Background: an optimization exercise with open tools, aiming at small area and a short achievable clock period. Do not read the settings as production practice.
No run shown here included a check of the RTL's function; only the layout flow was run.

==> flow/design.v (outline; a module is shown in full before it is edited, if it fits) <==
// module FA: 9 lines
// module HA: 8 lines
// module RADD: 6 lines
// module YADD: 8 lines
// module YSEL: 48 lines
// module XOR2M: 6 lines
// module INV: 5 lines
// module G_INV: 5 lines
// module G_XOR2: 6 lines
// module G_XNOR2: 6 lines
// module G_NAND2: 6 lines
// module G_NOR2: 6 lines
// module G_AOI21: 7 lines
// module G_OAI21: 7 lines
// module G_AND2: 6 lines
// module G_OR2: 6 lines
// module G_ANDN: 6 lines
// module G_ORN: 6 lines
// module G_AO21: 7 lines
// module G_MUX2: 7 lines
// module G_MUX2I: 7 lines
// module G_MUX4: 10 lines
// module QCANDN: 13 lines
// module QCANDR: 26 lines
// module QCAND: 11 lines
// module FIR_transposed: 6035 lines
module FIR_transposed(clk, reset, noisy_signal, filtered_real);
  // ...
==> flow/flow/run.sh <==
#!/bin/bash
# Standard layout with a larger setup-repair margin.
bash standard.sh SETUP_SLACK_MARGIN=6.0 finish > standard.log 2>&1
==> flow/standard.sh <==
#!/bin/bash
# synth_recipe.tcl (not shown) runs the flow's synth.tcl, then flattens the netlist and writes it again
# the make line also repeats each setting of config.mk as NAME=value (left out here)
make -C /OpenROAD-flow-scripts/flow DESIGN_CONFIG=/design/flow/config.mk WORK_HOME=/design/flow/orfs CLKGATE_MAP_FILE= SYNTH_SCRIPT=/design/flow/synth_recipe.tcl "${@:-finish}"
==> flow/config.mk <==
export PLATFORM = sky130hd
export DESIGN_NAME = FIR_transposed
export DESIGN_NICKNAME = FIR_transposed
export VERILOG_FILES = /design/flow/design.v
export SDC_FILE = /design/flow/constraint.sdc
export NUM_CORES = 8
export LEC_CHECK = 0
export ABC_CLOCK_PERIOD_IN_PS = 2000
export CAP_MARGIN = 20
export CORE_MARGIN = 2
export CORE_UTILIZATION = 65
export CTS_CLUSTER_DIAMETER = 100
export CTS_CLUSTER_SIZE = 22
export SETUP_SLACK_MARGIN = 5
export SLEW_MARGIN = 20
export SYNTH_HIERARCHICAL = 1
==> flow/constraint.sdc <==
create_clock -name core_clock -period 13.0 [get_ports {clk}]
set_input_delay 2.6000 -clock core_clock [delete_from_list [all_inputs] [get_ports {clk}]]
set_output_delay 2.6000 -clock core_clock [all_outputs]
set_load 0.01 [all_outputs]
==> flow_summary.toml, run 1 <==
[outcome]
status = "no timing/DRC/antenna violations"

[cells_and_area]
area_delta_synth_final_pct = 7.225
multi_input_area_share_pct = 68.27
drive_gt1_share_pct = 10.69
seq-cell-share_pct = 24.34
num_antenna_cells = 2
fin_area_sq_um = 75890

[critical_path]
worst-path-buf-inv = 4
reg2reg_to = "T1a[14]"
start_kind = "input pin"
cp_data_arrival_time_ns = 4.44

[logic_synthesis]
synth_mux_area_share_pct = 1.570
synth-main-ff-cell = "dfxtp_1"
yosysWarnings = 7
synth-xor-area-share_pct = 1.609
seq_area_frac_synth_pct = 25.99

[cts]
cts_tree = "done"
cts-buffers-inserted = 53

[place]
port_buffers = 33
gp_congestion = 1.040

[detailed_routing]
maxUsedRoutingLayer = "met4"

[floorplan]
core-area_sq_um = 108400
start_util_pct = 65.30
io_pins = 34

[sta]
setup_violations = 0
timing.final.crit_period_ns = 7.037
finalCritPeriodShare_pct = 54.13

[global_routing]
met3_usage_pct = 9.527
grt_pass1_vias = 44440
==> inputs of run 2 (changes only) <==
--- a/flow/design.v
+++ b/flow/design.v
@@ -6085,189 +6085,221 @@
   wire yq142;
   G_AOI21 u_yq142 (.a1(yq125), .a2(yq123), .b1(yq124), .y(yq142));
   wire yq143;
   G_AOI21 u_yq143 (.a1(yq130), .a2(yq127), .b1(yq129), .y(yq143));
   wire yq144;
   G_NAND2 u_yq144 (.a(yq130), .b(yq128), .y(yq144));
   wire yq145;
   G_OAI21 u_yq145 (.a1(yq144), .a2(yq142), .b1(yq143), .y(yq145));
-  wire [15:0] rh = r[31:16];
-  wire [15:0] n0, np1, np2, nm1, nm2;
-  QCANDR u_qc (.rh(rh), .n0(n0), .np1(np1), .np2(np2), .nm1(nm1), .nm2(nm2));
   wire yq146;
-  G_MUX2I u_yq146 (.a0(nm2[0]), .a1(n0[0]), .s(x[15]), .y(yq146));
+  G_AOI21 u_yq146 (.a1(yq125), .a2(yq123), .b1(yq124), .y(yq146));
   wire yq147;
-  G_MUX2I u_yq147 (.a0(nm1[0]), .a1(np1[0]), .s(x[15]), .y(yq147));
+  G_AOI21 u_yq147 (.a1(yq130), .a2(yq127), .b1(yq129), .y(yq147));
   wire yq148;
-  G_MUX2I u_yq148 (.a0(n0[0]), .a1(np2[0]), .s(x[15]), .y(yq148));
+  G_NAND2 u_yq148 (.a(yq130), .b(yq128), .y(yq148));
   wire yq149;
-  G_MUX2I u_yq149 (.a0(yq147), .a1(yq146), .s(yq77), .y(yq149));
+  G_OAI21 u_yq149 (.a1(yq148), .a2(yq146), .b1(yq147), .y(yq149));
   wire yq150;
-  G_MUX2I u_yq150 (.a0(yq148), .a1(yq147), .s(yq77), .y(yq150));
-  G_MUX2I u_yo0 (.a0(yq149), .a1(yq150), .s(yq133), .y(y[0]));
+  G_AOI21 u_yq150 (.a1(yq125), .a2(yq123), .b1(yq124), .y(yq150));
   wire yq151;
-  G_MUX2I u_yq151 (.a0(nm2[1]), .a1(n0[1]), .s(x[15]), .y(yq151));
+  G_AOI21 u_yq151 (.a1(yq130), .a2(yq127), .b1(yq129), .y(yq151));
   wire yq152;
-  G_MUX2I u_yq152 (.a0(nm1[1]), .a1(np1[1]), .s(x[15]), .y(yq152));
+  G_NAND2 u_yq152 (.a(yq130), .b(yq128), .y(yq152));
   wire yq153;
-  G_MUX2I u_yq153 (.a0(n0[1]), .a1(np2[1]), .s(x[15]), .y(yq153));
+  G_OAI21 u_yq153 (.a1(yq152), .a2(yq150), .b1(yq151), .y(yq153));
   wire yq154;
-  G_MUX2I u_yq154 (.a0(yq152), .a1(yq151), .s(yq77), .y(yq154));
+  G_AOI21 u_yq154 (.a1(yq125), .a2(yq123), .b1(yq124), .y(yq154));
   wire yq155;
-  G_MUX2I u_yq155 (.a0(yq153), .a1(yq152), .s(yq77), .y(yq155));
-  G_MUX2I u_yo1 (.a0(yq154), .a1(yq155), .s(yq133), .y(y[1]));
+  G_AOI21 u_yq155 (.a1(yq130), .a2(yq127), .b1(yq129), .y(yq155));
   wire yq156;
-  G_MUX2I u_yq156 (.a0(nm2[2]), .a1(n0[2]), .s(x[15]), .y(yq156));
+  G_NAND2 u_yq156 (.a(yq130), .b(yq128), .y(yq156));
   wire yq157;
-  G_MUX2I u_yq157 (.a0(nm1[2]), .a1(np1[2]), .s(x[15]), .y(yq157));
+  G_OAI21 u_yq157 (.a1(yq156), .a2(yq154), .b1(yq155), .y(yq157));
   wire yq158;
-  G_MUX2I u_yq158 (.a0(n0[2]), .a1(np2[2]), .s(x[15]), .y(yq158));
+  G_AOI21 u_yq158 (.a1(yq125), .a2(yq123), .b1(yq124), .y(yq158));
   wire yq159;
-  G_MUX2I u_yq159 (.a0(yq157), .a1(yq156), .s(yq77), .y(yq159));
+  G_AOI21 u_yq159 (.a1(yq130), .a2(yq127), .b1(yq129), .y(yq159));
   wire yq160;
-  G_MUX2I u_yq160 (.a0(yq158), .a1(yq157), .s(yq77), .y(yq160));
-  G_MUX2I u_yo2 (.a0(yq159), .a1(yq160), .s(yq133), .y(y[2]));
+  G_NAND2 u_yq160 (.a(yq130), .b(yq128), .y(yq160));
   wire yq161;
-  G_MUX2I u_yq161 (.a0(nm2[3]), .a1(n0[3]), .s(x[15]), .y(yq161));
+  G_OAI21 u_yq161 (.a1(yq160), .a2(yq158), .b1(yq159), .y(yq161));
+  wire [15:0] rh = r[31:16];
+  wire [15:0] n0, np1, np2, nm1, nm2;
+  QCANDR u_qc (.rh(rh), .n0(n0), .np1(np1), .np2(np2), .nm1(nm1), .nm2(nm2));
   wire yq162;
-  G_MUX2I u_yq162 (.a0(nm1[3]), .a1(np1[3]), .s(x[15]), .y(yq162));
+  G_MUX2I u_yq162 (.a0(nm2[0]), .a1(n0[0]), .s(x[15]), .y(yq162));
   wire yq163;
-  G_MUX2I u_yq163 (.a0(n0[3]), .a1(np2[3]), .s(x[15]), .y(yq163));
+  G_MUX2I u_yq163 (.a0(nm1[0]), .a1(np1[0]), .s(x[15]), .y(yq163));
   wire yq164;
-  G_MUX2I u_yq164 (.a0(yq162), .a1(yq161), .s(yq77), .y(yq164));
+  G_MUX2I u_yq164 (.a0(n0[0]), .a1(np2[0]), .s(x[15]), .y(yq164));
   wire yq165;
   G_MUX2I u_yq165 (.a0(yq163), .a1(yq162), .s(yq77), .y(yq165));
-  G_MUX2I u_yo3 (.a0(yq164), .a1(yq165), .s(yq133), .y(y[3]));
   wire yq166;
-  G_MUX2I u_yq166 (.a0(nm2[4]), .a1(n0[4]), .s(x[15]), .y(yq166));
+  G_MUX2I u_yq166 (.a0(yq164), .a1(yq163), .s(yq77), .y(yq166));
+  G_MUX2I u_yo0 (.a0(yq165), .a1(yq166), .s(yq133), .y(y[0]));
   wire yq167;
-  G_MUX2I u_yq167 (.a0(nm1[4]), .a1(np1[4]), .s(x[15]), .y(yq167));
+  G_MUX2I u_yq167 (.a0(nm2[1]), .a1(n0[1]), .s(x[15]), .y(yq167));
   wire yq168;
-  G_MUX2I u_yq168 (.a0(n0[4]), .a1(np2[4]), .s(x[15]), .y(yq168));
+  G_MUX2I u_yq168 (.a0(nm1[1]), .a1(np1[1]), .s(x[15]), .y(yq168));
   wire yq169;
-  G_MUX2I u_yq169 (.a0(yq167), .a1(yq166), .s(yq77), .y(yq169));
+  G_MUX2I u_yq169 (.a0(n0[1]), .a1(np2[1]), .s(x[15]), .y(yq169));
   wire yq170;
   G_MUX2I u_yq170 (.a0(yq168), .a1(yq167), .s(yq77), .y(yq170));
-  G_MUX2I u_yo4 (.a0(yq169), .a1(yq170), .s(yq137), .y(y[4]));
   wire yq171;
-  G_MUX2I u_yq171 (.a0(nm2[5]), .a1(n0[5]), .s(x[15]), .y(yq171));
+  G_MUX2I u_yq171 (.a0(yq169), .a1(yq168), .s(yq77), .y(yq171));
+  G_MUX2I u_yo1 (.a0(yq170), .a1(yq171), .s(yq133), .y(y[1]));
   wire yq172;
-  G_MUX2I u_yq172 (.a0(nm1[5]), .a1(np1[5]), .s(x[15]), .y(yq172));
+  G_MUX2I u_yq172 (.a0(nm2[2]), .a1(n0[2]), .s(x[15]), .y(yq172));
   wire yq173;
-  G_MUX2I u_yq173 (.a0(n0[5]), .a1(np2[5]), .s(x[15]), .y(yq173));
+  G_MUX2I u_yq173 (.a0(nm1[2]), .a1(np1[2]), .s(x[15]), .y(yq173));
   wire yq174;
-  G_MUX2I u_yq174 (.a0(yq172), .a1(yq171), .s(yq77), .y(yq174));
+  G_MUX2I u_yq174 (.a0(n0[2]), .a1(np2[2]), .s(x[15]), .y(yq174));
   wire yq175;
   G_MUX2I u_yq175 (.a0(yq173), .a1(yq172), .s(yq77), .y(yq175));
-  G_MUX2I u_yo5 (.a0(yq174), .a1(yq175), .s(yq137), .y(y[5]));
   wire yq176;
-  G_MUX2I u_yq176 (.a0(nm2[6]), .a1(n0[6]), .s(x[15]), .y(yq176));
+  G_MUX2I u_yq176 (.a0(yq174), .a1(yq173), .s(yq77), .y(yq176));
+  G_MUX2I u_yo2 (.a0(yq175), .a1(yq176), .s(yq137), .y(y[2]));
   wire yq177;
-  G_MUX2I u_yq177 (.a0(nm1[6]), .a1(np1[6]), .s(x[15]), .y(yq177));
+  G_MUX2I u_yq177 (.a0(nm2[3]), .a1(n0[3]), .s(x[15]), .y(yq177));
   wire yq178;
-  G_MUX2I u_yq178 (.a0(n0[6]), .a1(np2[6]), .s(x[15]), .y(yq178));
+  G_MUX2I u_yq178 (.a0(nm1[3]), .a1(np1[3]), .s(x[15]), .y(yq178));
   wire yq179;
-  G_MUX2I u_yq179 (.a0(yq177), .a1(yq176), .s(yq77), .y(yq179));
+  G_MUX2I u_yq179 (.a0(n0[3]), .a1(np2[3]), .s(x[15]), .y(yq179));
   wire yq180;
   G_MUX2I u_yq180 (.a0(yq178), .a1(yq177), .s(yq77), .y(yq180));
-  G_MUX2I u_yo6 (.a0(yq179), .a1(yq180), .s(yq137), .y(y[6]));
   wire yq181;
-  G_MUX2I u_yq181 (.a0(nm2[7]), .a1(n0[7]), .s(x[15]), .y(yq181));
+  G_MUX2I u_yq181 (.a0(yq179), .a1(yq178), .s(yq77), .y(yq181));
+  G_MUX2I u_yo3 (.a0(yq180), .a1(yq181), .s(yq137), .y(y[3]));
   wire yq182;
-  G_MUX2I u_yq182 (.a0(nm1[7]), .a1(np1[7]), .s(x[15]), .y(yq182));
+  G_MUX2I u_yq182 (.a0(nm2[4]), .a1(n0[4]), .s(x[15]), .y(yq182));
   wire yq183;
-  G_MUX2I u_yq183 (.a0(n0[7]), .a1(np2[7]), .s(x[15]), .y(yq183));
+  G_MUX2I u_yq183 (.a0(nm1[4]), .a1(np1[4]), .s(x[15]), .y(yq183));
   wire yq184;
-  G_MUX2I u_yq184 (.a0(yq182), .a1(yq181), .s(yq77), .y(yq184));
+  G_MUX2I u_yq184 (.a0(n0[4]), .a1(np2[4]), .s(x[15]), .y(yq184));
   wire yq185;
   G_MUX2I u_yq185 (.a0(yq183), .a1(yq182), .s(yq77), .y(yq185));
-  G_MUX2I u_yo7 (.a0(yq184), .a1(yq185), .s(yq137), .y(y[7]));
   wire yq186;
-  G_MUX2I u_yq186 (.a0(nm2[8]), .a1(n0[8]), .s(x[15]), .y(yq186));
+  G_MUX2I u_yq186 (.a0(yq184), .a1(yq183), .s(yq77), .y(yq186));
+  G_MUX2I u_yo4 (.a0(yq185), .a1(yq186), .s(yq141), .y(y[4]));
   wire yq187;
-  G_MUX2I u_yq187 (.a0(nm1[8]), .a1(np1[8]), .s(x[15]), .y(yq187));
+  G_MUX2I u_yq187 (.a0(nm2[5]), .a1(n0[5]), .s(x[15]), .y(yq187));
   wire yq188;
-  G_MUX2I u_yq188 (.a0(n0[8]), .a1(np2[8]), .s(x[15]), .y(yq188));
+  G_MUX2I u_yq188 (.a0(nm1[5]), .a1(np1[5]), .s(x[15]), .y(yq188));
   wire yq189;
-  G_MUX2I u_yq189 (.a0(yq187), .a1(yq186), .s(yq77), .y(yq189));
+  G_MUX2I u_yq189 (.a0(n0[5]), .a1(np2[5]), .s(x[15]), .y(yq189));
   wire yq190;
   G_MUX2I u_yq190 (.a0(yq188), .a1(yq187), .s(yq77), .y(yq190));
-  G_MUX2I u_yo8 (.a0(yq189), .a1(yq190), .s(yq141), .y(y[8]));
   wire yq191;
-  G_MUX2I u_yq191 (.a0(nm2[9]), .a1(n0[9]), .s(x[15]), .y(yq191));
+  G_MUX2I u_yq191 (.a0(yq189), .a1(yq188), .s(yq77), .y(yq191));
+  G_MUX2I u_yo5 (.a0(yq190), .a1(yq191), .s(yq141), .y(y[5]));
   wire yq192;
-  G_MUX2I u_yq192 (.a0(nm1[9]), .a1(np1[9]), .s(x[15]), .y(yq192));
+  G_MUX2I u_yq192 (.a0(nm2[6]), .a1(n0[6]), .s(x[15]), .y(yq192));
   wire yq193;
-  G_MUX2I u_yq193 (.a0(n0[9]), .a1(np2[9]), .s(x[15]), .y(yq193));
+  G_MUX2I u_yq193 (.a0(nm1[6]), .a1(np1[6]), .s(x[15]), .y(yq193));
   wire yq194;
-  G_MUX2I u_yq194 (.a0(yq192), .a1(yq191), .s(yq77), .y(yq194));
+  G_MUX2I u_yq194 (.a0(n0[6]), .a1(np2[6]), .s(x[15]), .y(yq194));
   wire yq195;
   G_MUX2I u_yq195 (.a0(yq193), .a1(yq192), .s(yq77), .y(yq195));
-  G_MUX2I u_yo9 (.a0(yq194), .a1(yq195), .s(yq141), .y(y[9]));
   wire yq196;
-  G_MUX2I u_yq196 (.a0(nm2[10]), .a1(n0[10]), .s(x[15]), .y(yq196));
+  G_MUX2I u_yq196 (.a0(yq194), .a1(yq193), .s(yq77), .y(yq196));
+  G_MUX2I u_yo6 (.a0(yq195), .a1(yq196), .s(yq145), .y(y[6]));
   wire yq197;
-  G_MUX2I u_yq197 (.a0(nm1[10]), .a1(np1[10]), .s(x[15]), .y(yq197));
+  G_MUX2I u_yq197 (.a0(nm2[7]), .a1(n0[7]), .s(x[15]), .y(yq197));
   wire yq198;
-  G_MUX2I u_yq198 (.a0(n0[10]), .a1(np2[10]), .s(x[15]), .y(yq198));
+  G_MUX2I u_yq198 (.a0(nm1[7]), .a1(np1[7]), .s(x[15]), .y(yq198));
   wire yq199;
-  G_MUX2I u_yq199 (.a0(yq197), .a1(yq196), .s(yq77), .y(yq199));
+  G_MUX2I u_yq199 (.a0(n0[7]), .a1(np2[7]), .s(x[15]), .y(yq199));
   wire yq200;
   G_MUX2I u_yq200 (.a0(yq198), .a1(yq197), .s(yq77), .y(yq200));
-  G_MUX2I u_yo10 (.a0(yq199), .a1(yq200), .s(yq141), .y(y[10]));
   wire yq201;
-  G_MUX2I u_yq201 (.a0(nm2[11]), .a1(n0[11]), .s(x[15]), .y(yq201));
+  G_MUX2I u_yq201 (.a0(yq199), .a1(yq198), .s(yq77), .y(yq201));
+  G_MUX2I u_yo7 (.a0(yq200), .a1(yq201), .s(yq145), .y(y[7]));
   wire yq202;
-  G_MUX2I u_yq202 (.a0(nm1[11]), .a1(np1[11]), .s(x[15]), .y(yq202));
+  G_MUX2I u_yq202 (.a0(nm2[8]), .a1(n0[8]), .s(x[15]), .y(yq202));
   wire yq203;
-  G_MUX2I u_yq203 (.a0(n0[11]), .a1(np2[11]), .s(x[15]), .y(yq203));
+  G_MUX2I u_yq203 (.a0(nm1[8]), .a1(np1[8]), .s(x[15]), .y(yq203));
   wire yq204;
-  G_MUX2I u_yq204 (.a0(yq202), .a1(yq201), .s(yq77), .y(yq204));
+  G_MUX2I u_yq204 (.a0(n0[8]), .a1(np2[8]), .s(x[15]), .y(yq204));
   wire yq205;
   G_MUX2I u_yq205 (.a0(yq203), .a1(yq202), .s(yq77), .y(yq205));
-  G_MUX2I u_yo11 (.a0(yq204), .a1(yq205), .s(yq141), .y(y[11]));
   wire yq206;
-  G_MUX2I u_yq206 (.a0(nm2[12]), .a1(n0[12]), .s(x[15]), .y(yq206));
+  G_MUX2I u_yq206 (.a0(yq204), .a1(yq203), .s(yq77), .y(yq206));
+  G_MUX2I u_yo8 (.a0(yq205), .a1(yq206), .s(yq149), .y(y[8]));
   wire yq207;
-  G_MUX2I u_yq207 (.a0(nm1[12]), .a1(np1[12]), .s(x[15]), .y(yq207));
+  G_MUX2I u_yq207 (.a0(nm2[9]), .a1(n0[9]), .s(x[15]), .y(yq207));
   wire yq208;
-  G_MUX2I u_yq208 (.a0(n0[12]), .a1(np2[12]), .s(x[15]), .y(yq208));
+  G_MUX2I u_yq208 (.a0(nm1[9]), .a1(np1[9]), .s(x[15]), .y(yq208));
   wire yq209;
-  G_MUX2I u_yq209 (.a0(yq207), .a1(yq206), .s(yq77), .y(yq209));
+  G_MUX2I u_yq209 (.a0(n0[9]), .a1(np2[9]), .s(x[15]), .y(yq209));
   wire yq210;
   G_MUX2I u_yq210 (.a0(yq208), .a1(yq207), .s(yq77), .y(yq210));
-  G_MUX2I u_yo12 (.a0(yq209), .a1(yq210), .s(yq145), .y(y[12]));
   wire yq211;
-  G_MUX2I u_yq211 (.a0(nm2[13]), .a1(n0[13]), .s(x[15]), .y(yq211));
+  G_MUX2I u_yq211 (.a0(yq209), .a1(yq208), .s(yq77), .y(yq211));
+  G_MUX2I u_yo9 (.a0(yq210), .a1(yq211), .s(yq149), .y(y[9]));
   wire yq212;
-  G_MUX2I u_yq212 (.a0(nm1[13]), .a1(np1[13]), .s(x[15]), .y(yq212));
+  G_MUX2I u_yq212 (.a0(nm2[10]), .a1(n0[10]), .s(x[15]), .y(yq212));
   wire yq213;
-  G_MUX2I u_yq213 (.a0(n0[13]), .a1(np2[13]), .s(x[15]), .y(yq213));
+  G_MUX2I u_yq213 (.a0(nm1[10]), .a1(np1[10]), .s(x[15]), .y(yq213));
   wire yq214;
-  G_MUX2I u_yq214 (.a0(yq212), .a1(yq211), .s(yq77), .y(yq214));
+  G_MUX2I u_yq214 (.a0(n0[10]), .a1(np2[10]), .s(x[15]), .y(yq214));
   wire yq215;
   G_MUX2I u_yq215 (.a0(yq213), .a1(yq212), .s(yq77), .y(yq215));
-  G_MUX2I u_yo13 (.a0(yq214), .a1(yq215), .s(yq145), .y(y[13]));
   wire yq216;
-  G_MUX2I u_yq216 (.a0(nm2[14]), .a1(n0[14]), .s(x[15]), .y(yq216));
+  G_MUX2I u_yq216 (.a0(yq214), .a1(yq213), .s(yq77), .y(yq216));
+  G_MUX2I u_yo10 (.a0(yq215), .a1(yq216), .s(yq153), .y(y[10]));
   wire yq217;
-  G_MUX2I u_yq217 (.a0(nm1[14]), .a1(np1[14]), .s(x[15]), .y(yq217));
+  G_MUX2I u_yq217 (.a0(nm2[11]), .a1(n0[11]), .s(x[15]), .y(yq217));
   wire yq218;
-  G_MUX2I u_yq218 (.a0(n0[14]), .a1(np2[14]), .s(x[15]), .y(yq218));
+  G_MUX2I u_yq218 (.a0(nm1[11]), .a1(np1[11]), .s(x[15]), .y(yq218));
   wire yq219;
-  G_MUX2I u_yq219 (.a0(yq217), .a1(yq216), .s(yq77), .y(yq219));
+  G_MUX2I u_yq219 (.a0(n0[11]), .a1(np2[11]), .s(x[15]), .y(yq219));
   wire yq220;
   G_MUX2I u_yq220 (.a0(yq218), .a1(yq217), .s(yq77), .y(yq220));
-  G_MUX2I u_yo14 (.a0(yq219), .a1(yq220), .s(yq145), .y(y[14]));
   wire yq221;
-  G_MUX2I u_yq221 (.a0(nm2[15]), .a1(n0[15]), .s(x[15]), .y(yq221));
+  G_MUX2I u_yq221 (.a0(yq219), .a1(yq218), .s(yq77), .y(yq221));
+  G_MUX2I u_yo11 (.a0(yq220), .a1(yq221), .s(yq153), .y(y[11]));
   wire yq222;
-  G_MUX2I u_yq222 (.a0(nm1[15]), .a1(np1[15]), .s(x[15]), .y(yq222));
+  G_MUX2I u_yq222 (.a0(nm2[12]), .a1(n0[12]), .s(x[15]), .y(yq222));
   wire yq223;
-  G_MUX2I u_yq223 (.a0(n0[15]), .a1(np2[15]), .s(x[15]), .y(yq223));
+  G_MUX2I u_yq223 (.a0(nm1[12]), .a1(np1[12]), .s(x[15]), .y(yq223));
   wire yq224;
-  G_MUX2I u_yq224 (.a0(yq222), .a1(yq221), .s(yq77), .y(yq224));
+  G_MUX2I u_yq224 (.a0(n0[12]), .a1(np2[12]), .s(x[15]), .y(yq224));
   wire yq225;
   G_MUX2I u_yq225 (.a0(yq223), .a1(yq222), .s(yq77), .y(yq225));
-  G_MUX2I u_yo15 (.a0(yq224), .a1(yq225), .s(yq145), .y(y[15]));
+  wire yq226;
+  G_MUX2I u_yq226 (.a0(yq224), .a1(yq223), .s(yq77), .y(yq226));
+  G_MUX2I u_yo12 (.a0(yq225), .a1(yq226), .s(yq157), .y(y[12]));
+  wire yq227;
+  G_MUX2I u_yq227 (.a0(nm2[13]), .a1(n0[13]), .s(x[15]), .y(yq227));
+  wire yq228;
+  G_MUX2I u_yq228 (.a0(nm1[13]), .a1(np1[13]), .s(x[15]), .y(yq228));
+  wire yq229;
+  G_MUX2I u_yq229 (.a0(n0[13]), .a1(np2[13]), .s(x[15]), .y(yq229));
+  wire yq230;
+  G_MUX2I u_yq230 (.a0(yq228), .a1(yq227), .s(yq77), .y(yq230));
+  wire yq231;
+  G_MUX2I u_yq231 (.a0(yq229), .a1(yq228), .s(yq77), .y(yq231));
+  G_MUX2I u_yo13 (.a0(yq230), .a1(yq231), .s(yq157), .y(y[13]));
+  wire yq232;
+  G_MUX2I u_yq232 (.a0(nm2[14]), .a1(n0[14]), .s(x[15]), .y(yq232));
+  wire yq233;
+  G_MUX2I u_yq233 (.a0(nm1[14]), .a1(np1[14]), .s(x[15]), .y(yq233));
+  wire yq234;
+  G_MUX2I u_yq234 (.a0(n0[14]), .a1(np2[14]), .s(x[15]), .y(yq234));
+  wire yq235;
+  G_MUX2I u_yq235 (.a0(yq233), .a1(yq232), .s(yq77), .y(yq235));
+  wire yq236;
+  G_MUX2I u_yq236 (.a0(yq234), .a1(yq233), .s(yq77), .y(yq236));
+  G_MUX2I u_yo14 (.a0(yq235), .a1(yq236), .s(yq161), .y(y[14]));
+  wire yq237;
+  G_MUX2I u_yq237 (.a0(nm2[15]), .a1(n0[15]), .s(x[15]), .y(yq237));
+  wire yq238;
+  G_MUX2I u_yq238 (.a0(nm1[15]), .a1(np1[15]), .s(x[15]), .y(yq238));
+  wire yq239;
+  G_MUX2I u_yq239 (.a0(n0[15]), .a1(np2[15]), .s(x[15]), .y(yq239));
+  wire yq240;
+  G_MUX2I u_yq240 (.a0(yq238), .a1(yq237), .s(yq77), .y(yq240));
+  wire yq241;
+  G_MUX2I u_yq241 (.a0(yq239), .a1(yq238), .s(yq77), .y(yq241));
+  G_MUX2I u_yo15 (.a0(yq240), .a1(yq241), .s(yq161), .y(y[15]));
   assign filtered_real = y;
 endmodule
==> run 2 against run 1 <==
Net effect:
- still clean
- maximum frequency is 0.70% lower
- setup slack lost 0.049 ns
- via count is 1.2% higher
- register-to-register slack barely moved
- cell count grew 0.96%
- highest routed layer is now met5
==> flow_summary.toml, run 2 <==
[floorplan]
core-area_sq_um = 108600
start_util_pct = 65.30
die_w_um = 334.2
dieHeight_um = 334.2
die_area_sq_um = 111700
io_pins = 34
num_rows = 121

[hold_path]
holdPathStages = 1
hold_path_class = "reg2reg"
hp-start = "h41[8]"
hold-path-endpoint = "h42[8]"

[sta]
timing.final.crit_period_ns = 7.086
finalCritPeriodShare_pct = 54.51
relSlewSlack_pct = 31.19
skew_ns = 0.04699
hold_violations = 0
setup_violations = 0
slew_viol_final = 0
tns_ns = 0
max_freq_mhz = 141.1
worst_pin_slew_ns = 1.032
rsz0062_at_grt = "true"

[cells_and_area]
nNetsFinal = 7302
final_common_cell = "fa_1"
fill_cells = 7438
final_cell_mix = "fa_1, dfxtp_1, nand2_1, nor2_1, inv_1"
drive_gt1_share_pct = 13.78
largest_register_ffs = 32
top_regs = "R x32, T1a x31, T2a x31"
regMostFlops = "R"
multi_input_area_sq_um = 52070
regArea_sq_um = 18510
area_delta_synth_final_pct = 8.102

[cts]
clock_latency_ns = 0.71
cts_tree = "done"
clk_path_buf_depth = 3
cts_root_buf = "clkbuf_16"
clk_pin_slew_ns = 0.09
clkSinkCount = 919
cts-buffers-inserted = 54
h-tree-depth = 2
holdBufCountCts = 0

[flow_run]
drv_cap = 0

[critical_path]
start_kind = "input pin"
slowest_delay_ns = 0.31
r2r_slack_ns = 6.05
cp_max_fo = 7
reg2reg_depth = 16
worstSetupPathType = "in2out"
reg2reg_to = "T2b[16]"
end_kind = "output pin"
r2r-start = "h30[12]"
crit_required_ns = 10.40
path_cells = "buf_12, xor2_2, xnor2_1, nand2_1, nand2_1, o21ai_2, buf_6, buf_6, a21oi_2, o21ai_4, mux2i_2, buf_2"
cp_data_arrival_time_ns = 4.49
slowest_stage = "mux2i_2"

[logic_synthesis]
synth_nets = 7189
yosysMostFrequentCell = "fa_1"
yosysWarnings = 7
synth_area_leaders = "fa_1, dfxtp_1, nand2_1"
async_flop_share_pct = 0
syn-cell-area_sq_um = 70890
synth_common_cells = "fa_1, dfxtp_1, nand2_1"
synthCells = 4972
synth_top_cell_area_share_pct = 58.57
netlist.top_cell.by_area = "fa_1"
synth_edf_count = 0
synth_cell_type_count = 22
avgSynthCellArea_sq_um = 14.26
synth-main-ff-cell = "dfxtp_1"
seq_area_frac_synth_pct = 25.95
ys_ff_latch = 919

[global_routing]
grt_max_degree = 202
antenna_found_initial = 7
grt_pass1_wl_mm = 324.7
overflow = 0
grt_usage_pct = 43.16
grt_pass1_vias = 45390

[detailed_routing]
vias = 38940
detailedRoute.firstPassIterationCount = 5
initialDrtViolationCount = 2969
post_drt_wl_per_cell_um = 34.55
maxUsedRoutingLayer = "met5"
met3WireLength_mm = 17.42
viasPerCell = 5.973
ant_nets = 0
drc = 0
met2_length_mm = 108.5
m1WireLength_mm = 73.38
wirelength_mm = 225.2

[place]
hpwl_mm = 194.2
gp_congestion = 1.045
port_buffers = 33

[outcome]
status = "no timing/DRC/antenna violations"
[run 2: area by class of cell]
class	instances	share of cell area, %
Clock inverter	19	0.3788
Timing Repair Buffer	166	1.995
Inverter	290	1.430
Clock buffer	54	1.763
Tap cell	1414	2.309
Sequential cell	919	24.16
Multi-Input combinational cell	3654	67.95
Antenna cell	3	0.009797
[run 2: timing repair]
action,in CTS,in global routing
buffers inserted,53,45
pin swaps,58,84
endpoints found under the setup margin,60,46
gates resized for setup,504,197
gates cloned,3,0
[run 2: worst max path at each step]
stage                startpoint                end  slack, ns
2_1_floorplan   noisy_signal[7]              R[26]       6.02
3_3_place_gp   noisy_signal[11]  filtered_real[12]       4.28
3_5_place_dp   noisy_signal[11]  filtered_real[12]       4.19
4_1_cts         noisy_signal[3]   filtered_real[7]       5.97
5_1_grt        noisy_signal[15]   filtered_real[7]       5.83
6_report        noisy_signal[3]  filtered_real[11]       5.91
[run 2: cells by family (layout without fill, tap and decap cells)]
kind of cell,after synthesis,count (layout),share of synthesized area (%)
fa+ha+maj,2199,2199,60.78
compound gates,100,101,1.057
simple gates,1113,1113,6.390
flops,919,919,25.95
xor+xnor,130,130,1.606
mux,111,111,1.567
buf+inv,400,529,2.646
other cells,0,3,0
[run 2: modules after synthesis, one instance, submodules excluded, a selection]
module / cells / area [sq um] / times used / flip-flops and latches
QCANDR: 122 / 919.6 / 1 / 0
G_AOI21: 1 / 8.758 / 23 / 0
G_XNOR2: 1 / 8.758 / 22 / 0
G_AND2: 1 / 6.256 / 73 / 0
G_OAI21: 1 / 5.005 / 12 / 0
G_NAND2: 1 / 3.754 / 46 / 0
[run 2: worst max-delay path, delay by kind of cell]
| family | cells | cell delay [ns] |
|---|---|---|
| buffers and inverters | 4 | 0.62 |
| AOI/OAI and AO/OA | 3 | 0.44 |
| xor gates and xnor gates | 2 | 0.31 |
| muxes | 1 | 0.31 |
| and+or+nand+nor | 2 | 0.18 |
[run 2: per-stage QoR]
| step | cell area, sq um | hold slack [ns] | setup slack (ns) | cells | utilization, % |
|---|---|---|---|---|---|
| 6_report | 76630 | 0.3396 | 5.914 | 6519 | 70.59 |
| 5_1_grt | 76620 | 0.3556 | 5.826 | 6516 | 70.59 |
| 4_1_cts | 75570 | 0.3391 | 5.969 | 6471 | 69.62 |
| 3_5_place_dp | 72480 | 0.3553 | 4.191 | 6342 | 66.77 |
| 3_3_place_gp | 72480 | 0.3528 | 4.280 | 6342 | 66.77 |
| 2_1_floorplan | 70900 | 0.3514 | 6.016 | 4972 | - |
[run 2: metal layers]
layer / vias to the layer above / GRT usage [%]
met5: - / 0
met4: 10 / 36.61
met3: 706 / 9.857
met2: 1716 / 69.25
met1: 21330 / 49.60
li1: 15180 / -

[separate check: timing with driven ports]
How much do the figures lean on ideal ports? The routed layouts below were timed once more, with nothing changed but the port constraints.
Step 1, drivers: a clkbuf_16 drives clk and a buf_2 each remaining input, both assumed.
Step 2 adds t to the input delays and takes it off the output delays; t is the mean of the earliest and latest rising clock arrival at the registers after step 1. Input paths then give back, and output paths get back, about the clock's delay inside the block.
a / b / c = ideal ports / drivers / drivers and shift; a / b = the first two.
| run | t (ns) | setup WS [ns] | worst hold slack (ns) | pins driven straight from the clock port |
|---|---|---|---|---|
| run 1 | 0.774 | 5.963 / 5.907 / 5.655 | 0.331 / 0.331 / 0.331 | 1 |
| run 2 | 0.764 | 5.914 / 5.868 / 5.613 | 0.340 / 0.340 / 0.340 | 1 |
After both steps every run listed still meets setup and hold. The setup slack of run 1, which loses most, moves by -0.056 ns with the drivers and by -0.308 ns with both steps.
